Context: an optimization exercise on an open-source flow, tuned for small area and a short achievable clock period. The choices shown serve that exercise and are no tape-out recipe.
RTL that was checked went through simulation tests only; none was proved equivalent to the original.
No driver is modelled on the clock port, so clocking that relies on it looks cheaper here than on a real chip.
Power figures rest on the tool's default switching activity, not on a simulated workload.

==> run a <==
Design rrc_filter, start of the top module:
module rrc_filter #(
	parameter WIDTH = 9
)(
	input logic clk,
	input logic rst,
	input logic signed [WIDTH-1:0] filter_in,
	output logic signed [WIDTH-1:0] filter_out
);
clock: 10.5 ns
lec_check: 0
abc_clock_period_in_ps: 800
cap_margin: 20
core_margin: 2
core_utilization: 70
cts_buf_list: sky130_fd_sc_hd__clkbuf_16
cts_cluster_diameter: 80
cts_cluster_size: 30
place_density: 0.75
slew_margin: 20
synth_hierarchical: 1
standard.sh (not shown) runs the stock make flow with config.mk's settings and CLKGATE_MAP_FILE= SYNTH_SCRIPT=/design/flow/synth_recipe.tcl, a recipe that flattens the netlist after the stock synthesis.
==> flow/flow/run.sh <==
#!/bin/bash
# Own layout flow: the standard ORFS flow (standard.sh, unchanged synthesis), with
#  - timing repair aimed below the design's period (SETUP_SLACK_MARGIN; the SDC is unchanged),
#  - port buffers of a normal buffer cell rather than the smallest one.
# Each step's full log is kept by ORFS under orfs/logs/; make's own output goes to flow.log.
set -uo pipefail
bash standard.sh SETUP_SLACK_MARGIN=6.9 "BUFFER_PORTS_ARGS=-buffer_cell sky130_fd_sc_hd__buf_4" finish > flow.log 2>&1
==> run b (differences from run a) <==
--- a/flow/flow/run.sh
+++ b/flow/flow/run.sh
@@ -4,4 +4,4 @@
 #  - port buffers of a normal buffer cell rather than the smallest one.
 # Each step's full log is kept by ORFS under orfs/logs/; make's own output goes to flow.log.
 set -uo pipefail
-bash standard.sh SETUP_SLACK_MARGIN=6.9 "BUFFER_PORTS_ARGS=-buffer_cell sky130_fd_sc_hd__buf_4" finish > flow.log 2>&1
+bash standard.sh SETUP_SLACK_MARGIN=7.55 "BUFFER_PORTS_ARGS=-buffer_cell sky130_fd_sc_hd__buf_4" finish > flow.log 2>&1
==> run c (differences from run a) <==
==> flow/flow/run.sh (replaced) <==
#!/bin/bash
# Own layout flow: the standard ORFS flow (standard.sh, unchanged synthesis), with
#  - timing repair aimed below the design's period (SETUP_SLACK_MARGIN; the SDC is unchanged),
#  - port buffers of a normal buffer cell rather than the smallest one,
#  - after CTS, the clock port drives the tree's second level directly (flow/flatten_clock_root.tcl).
# Each step's full log is kept by ORFS under orfs/logs/; make's own output goes to flow.log.
set -uo pipefail
here=$(pwd)
bash standard.sh SETUP_SLACK_MARGIN=7.3 "BUFFER_PORTS_ARGS=-buffer_cell sky130_fd_sc_hd__buf_4" \
  "POST_CTS_TCL=$here/flow/flatten_clock_root.tcl" finish > flow.log 2>&1
==> flow/flow/flatten_clock_root.tcl (new file) <==
set block [ord::get_db_block]
set clknet [$block findNet clk]
set roots {}
foreach it [$clknet getITerms] {
  if {[$it isInputSignal]} { lappend roots [$it getInst] }
}
puts "flatten_clock_root: clock port feeds [llength $roots] cell(s)"
if {[llength $roots] == 1} {
  set root [lindex $roots 0]
  set master [[$root getMaster] getName]
  set out {}
  foreach it [$root getITerms] {
    if {[$it isOutputSignal]} { set out [$it getNet] }
  }
  set loads {}
  foreach it [$out getITerms] {
    if {[$it isInputSignal]} { lappend loads $it }
  }
  puts "flatten_clock_root: root [$root getName] ($master) drives [llength $loads] cell(s)"
  if {[llength $loads] <= 4 && [llength $loads] > 0} {
    foreach it $loads {
      set inst [$it getInst]
      set pin [$it getMTerm]
      set pname "[$inst getName]/[$pin getName]"
      disconnect_pin [$out getName] $pname
      connect_pin clk $pname
    }
    set rname [$root getName]
    set oname [$out getName]
    delete_instance $rname
    delete_net $oname
    puts "flatten_clock_root: removed $rname"
    estimate_parasitics -placement
    report_clock_latency
  }
}
==> comparison <==
Run a ran to the end with no violations. Run b completed with no timing, DRC or antenna violations. Run c ran to the end with no violations. Clock skew is about the same in run a and run c. Non-clock buffer count, lowest first: run a, run c, run b. In synthesized cell count, run a and run b do not differ. In area after synthesis, run c and run a do not differ. Worst hold slack, lowest first: run a, run c, run b. Critical path depth: run a > run c > run b. Of run b and run c, run b has the higher utilization (gap 3.9 points).
Function was not checked in any run of this note: the RTL went through the layout flow alone.

========
==> 06-16 <==
Another version of the RTL of rrc_filter (not shown whole).
==> flow/design.v (excerpt) <==
module rrc_filter #(
	parameter WIDTH = 9
)(
	input logic clk,
	input logic rst,
	input logic signed [WIDTH-1:0] filter_in,
	output logic signed [WIDTH-1:0] filter_out
);
export LEC_CHECK = 0
export ABC_CLOCK_PERIOD_IN_PS = 800
export CAP_MARGIN = 20
export CORE_MARGIN = 2
export CORE_UTILIZATION = 70
export CTS_BUF_LIST = sky130_fd_sc_hd__clkbuf_16
export CTS_CLUSTER_DIAMETER = 80
export CTS_CLUSTER_SIZE = 30
export PLACE_DENSITY = 0.75
export SLEW_MARGIN = 20
export SYNTH_HIERARCHICAL = 1
create_clock -name core_clock -period 10.5 [get_ports {clk}]
==> flow/flow/run.sh <==
#!/bin/bash
# Own layout flow: the standard ORFS flow (standard.sh, unchanged synthesis), with
#  - timing repair aimed below the design's period (SETUP_SLACK_MARGIN; the SDC is unchanged),
#  - port buffers of a normal buffer cell rather than the smallest one,
#  - after CTS, the clock port drives the tree's second level directly (flow/flatten_clock_root.tcl).
# Each step's full log is kept by ORFS under orfs/logs/; make's own output goes to flow.log.
set -uo pipefail
here=$(pwd)
bash standard.sh SETUP_SLACK_MARGIN=7.45 "BUFFER_PORTS_ARGS=-buffer_cell sky130_fd_sc_hd__buf_2" \
  "POST_CTS_TCL=$here/flow/flatten_clock_root.tcl" finish > flow.log 2>&1
==> flow/flow/flatten_clock_root.tcl <==
set block [ord::get_db_block]
set clknet [$block findNet clk]
set roots {}
foreach it [$clknet getITerms] {
  if {[$it isInputSignal]} { lappend roots [$it getInst] }
}
puts "flatten_clock_root: clock port feeds [llength $roots] cell(s)"
if {[llength $roots] == 1} {
  set root [lindex $roots 0]
  set master [[$root getMaster] getName]
  set out {}
  foreach it [$root getITerms] {
    if {[$it isOutputSignal]} { set out [$it getNet] }
  }
  set loads {}
  foreach it [$out getITerms] {
    if {[$it isInputSignal]} { lappend loads $it }
  }
  puts "flatten_clock_root: root [$root getName] ($master) drives [llength $loads] cell(s)"
  if {[llength $loads] <= 4 && [llength $loads] > 0} {
    foreach it $loads {
      set inst [$it getInst]
      set pin [$it getMTerm]
      set pname "[$inst getName]/[$pin getName]"
      disconnect_pin [$out getName] $pname
      connect_pin clk $pname
    }
    set rname [$root getName]
    set oname [$out getName]
    delete_instance $rname
    delete_net $oname
    puts "flatten_clock_root: removed $rname"
    estimate_parasitics -placement
    report_clock_latency
  }
}
==> inputs of 09-18, as changes to 06-16 <==
CORE_UTILIZATION = 80   (was 70)
PLACE_DENSITY = 0.85   (was 0.75)
==> inputs of 05-19, as changes to 06-16 <==
--- a/flow/flow/run.sh
+++ b/flow/flow/run.sh
@@ -8,3 +8,3 @@
 here=$(pwd)
-bash standard.sh SETUP_SLACK_MARGIN=7.45 "BUFFER_PORTS_ARGS=-buffer_cell sky130_fd_sc_hd__buf_2" \
+bash standard.sh SETUP_SLACK_MARGIN=7.55 "BUFFER_PORTS_ARGS=-buffer_cell sky130_fd_sc_hd__buf_2" \
   "POST_CTS_TCL=$here/flow/flatten_clock_root.tcl" finish > flow.log 2>&1
==> inputs of 08-27, as changes to 06-16 <==
--- a/flow/flow/run.sh
+++ b/flow/flow/run.sh
@@ -8,3 +8,3 @@
 here=$(pwd)
-bash standard.sh SETUP_SLACK_MARGIN=7.45 "BUFFER_PORTS_ARGS=-buffer_cell sky130_fd_sc_hd__buf_2" \
+bash standard.sh SETUP_SLACK_MARGIN=7.45 "BUFFER_PORTS_ARGS=-buffer_cell sky130_fd_sc_hd__buf_4" \
   "POST_CTS_TCL=$here/flow/flatten_clock_root.tcl" finish > flow.log 2>&1
==> comparison <==
Worst hold slack: 06-16 < 09-18 < 05-19 < 08-27.
In area after synthesis, 09-18 and 06-16 do not differ.
Final area: 06-16 < 08-27 < 09-18 < 05-19.
Between 06-16 and 05-19, the lower first-iteration DRC count is in 06-16 (gap about 3.3%, measured against 05-19).
Non-clock buffer count: 08-27 is lower than 09-18 (11).
08-27 produced a clean layout. 06-16 went through all stages and came out clean. 09-18 ran to the end with no violations. 05-19 finished clean.
The highest worst setup slack belongs to 08-27, the lowest to 09-18.
Between 05-19 and 06-16, the lower global-route usage is in 06-16 (gap 0.42 points).
==> figures <==
| item | 06-16 | 09-18 | 08-27 | 05-19 |
|---|---|---|---|---|
| Result of the run | timing/DRC/antenna clean | timing/DRC/antenna clean | timing/DRC/antenna clean | timing/DRC/antenna clean |
| Cell row count | 57 | 53 | 57 | 57 |
| Non-filler instance count after layout | 1,365 | 1,327 | 1,365 | 1,392 |
| Number of detailed-route iterations in the first pass | 4 | 5 | 4 | 4 |
| Routed length on met3 | 790 µm | 1460 µm | 971 µm | 981 µm |
| Logic inverters | 129 | 129 | 129 | 130 |
| Placeable core region | 0.0242 mm² | 0.0211 mm² | 0.0242 mm² | 0.0242 mm² |
| Wire length of the first global-routing pass | 48,500 µm | 50,400 µm | 47,100 µm | 49,100 µm |
| Maximum clock skew at final layout | 0.0172 ns | 0.0224 ns | 0.0132 ns | 0.0151 ns |
| Detail-routed via count per cell | 5.40 | 5.87 | 5.44 | 5.40 |
| Sum of routed wire length over all layers | 29,500 µm | 34,100 µm | 29,000 µm | 30,500 µm |
| Fraction of power consumed by combinational cells | 54.1% | 56.1% | 54.3% | 54.7% |
| Amount of wire on met2 after detailed routing | 15,500 µm | 18,500 µm | 14,900 µm | 15,800 µm |
| Met2 usage in global routing | 42.6% | 52.8% | 40.1% | 42.5% |
| P_clk | 0.000697 W | 0.000708 W | 0.000697 W | 0.000738 W |

[what the ideal ports hide]
The flow's constraints put no driver on any port. The routed layouts listed below were extracted and timed again, unchanged, in two steps.
Step 1 (the two cells are an assumption about what drives the block):
set clk [get_ports {clk}]
set_driving_cell -lib_cell sky130_fd_sc_hd__clkbuf_16 $clk
set_driving_cell -lib_cell sky130_fd_sc_hd__buf_2 [delete_from_list [all_inputs] $clk]
Step 2 adds t to the input delays and takes it off the output delays; t is the mean of the earliest and latest rising clock arrival at the registers after step 1. Input paths then give back, and output paths get back, about the clock's delay inside the block.
a / b / c = ideal ports / drivers / drivers and shift; a / b = the first two.
run | shift t [ns] | setup slack, ns | pins driven straight from the clock port
run a | 0.553 | 7.231 / 7.231 / 6.894 | 1
run b | 0.563 | 7.395 / 7.346 / 7.200 | 1
run c | 0.437 | 7.382 / 7.382 / 7.114 | 2
06-16 | 0.443 | 7.493 / 7.448 / 7.147 | 2
09-18 | 0.435 | 7.413 / 7.413 / 7.192 | 2
05-19 | 0.447 | 7.449 / 7.445 / 7.232 | 2
08-27 | 0.436 | 7.496 / 7.464 / 7.139 | 2
After both steps setup and hold are still met in every run listed. For 08-27, which loses most, drivers alone change the setup slack by -0.032 ns; drivers and shift together by -0.357 ns. Setup slack includes reset recovery checks.
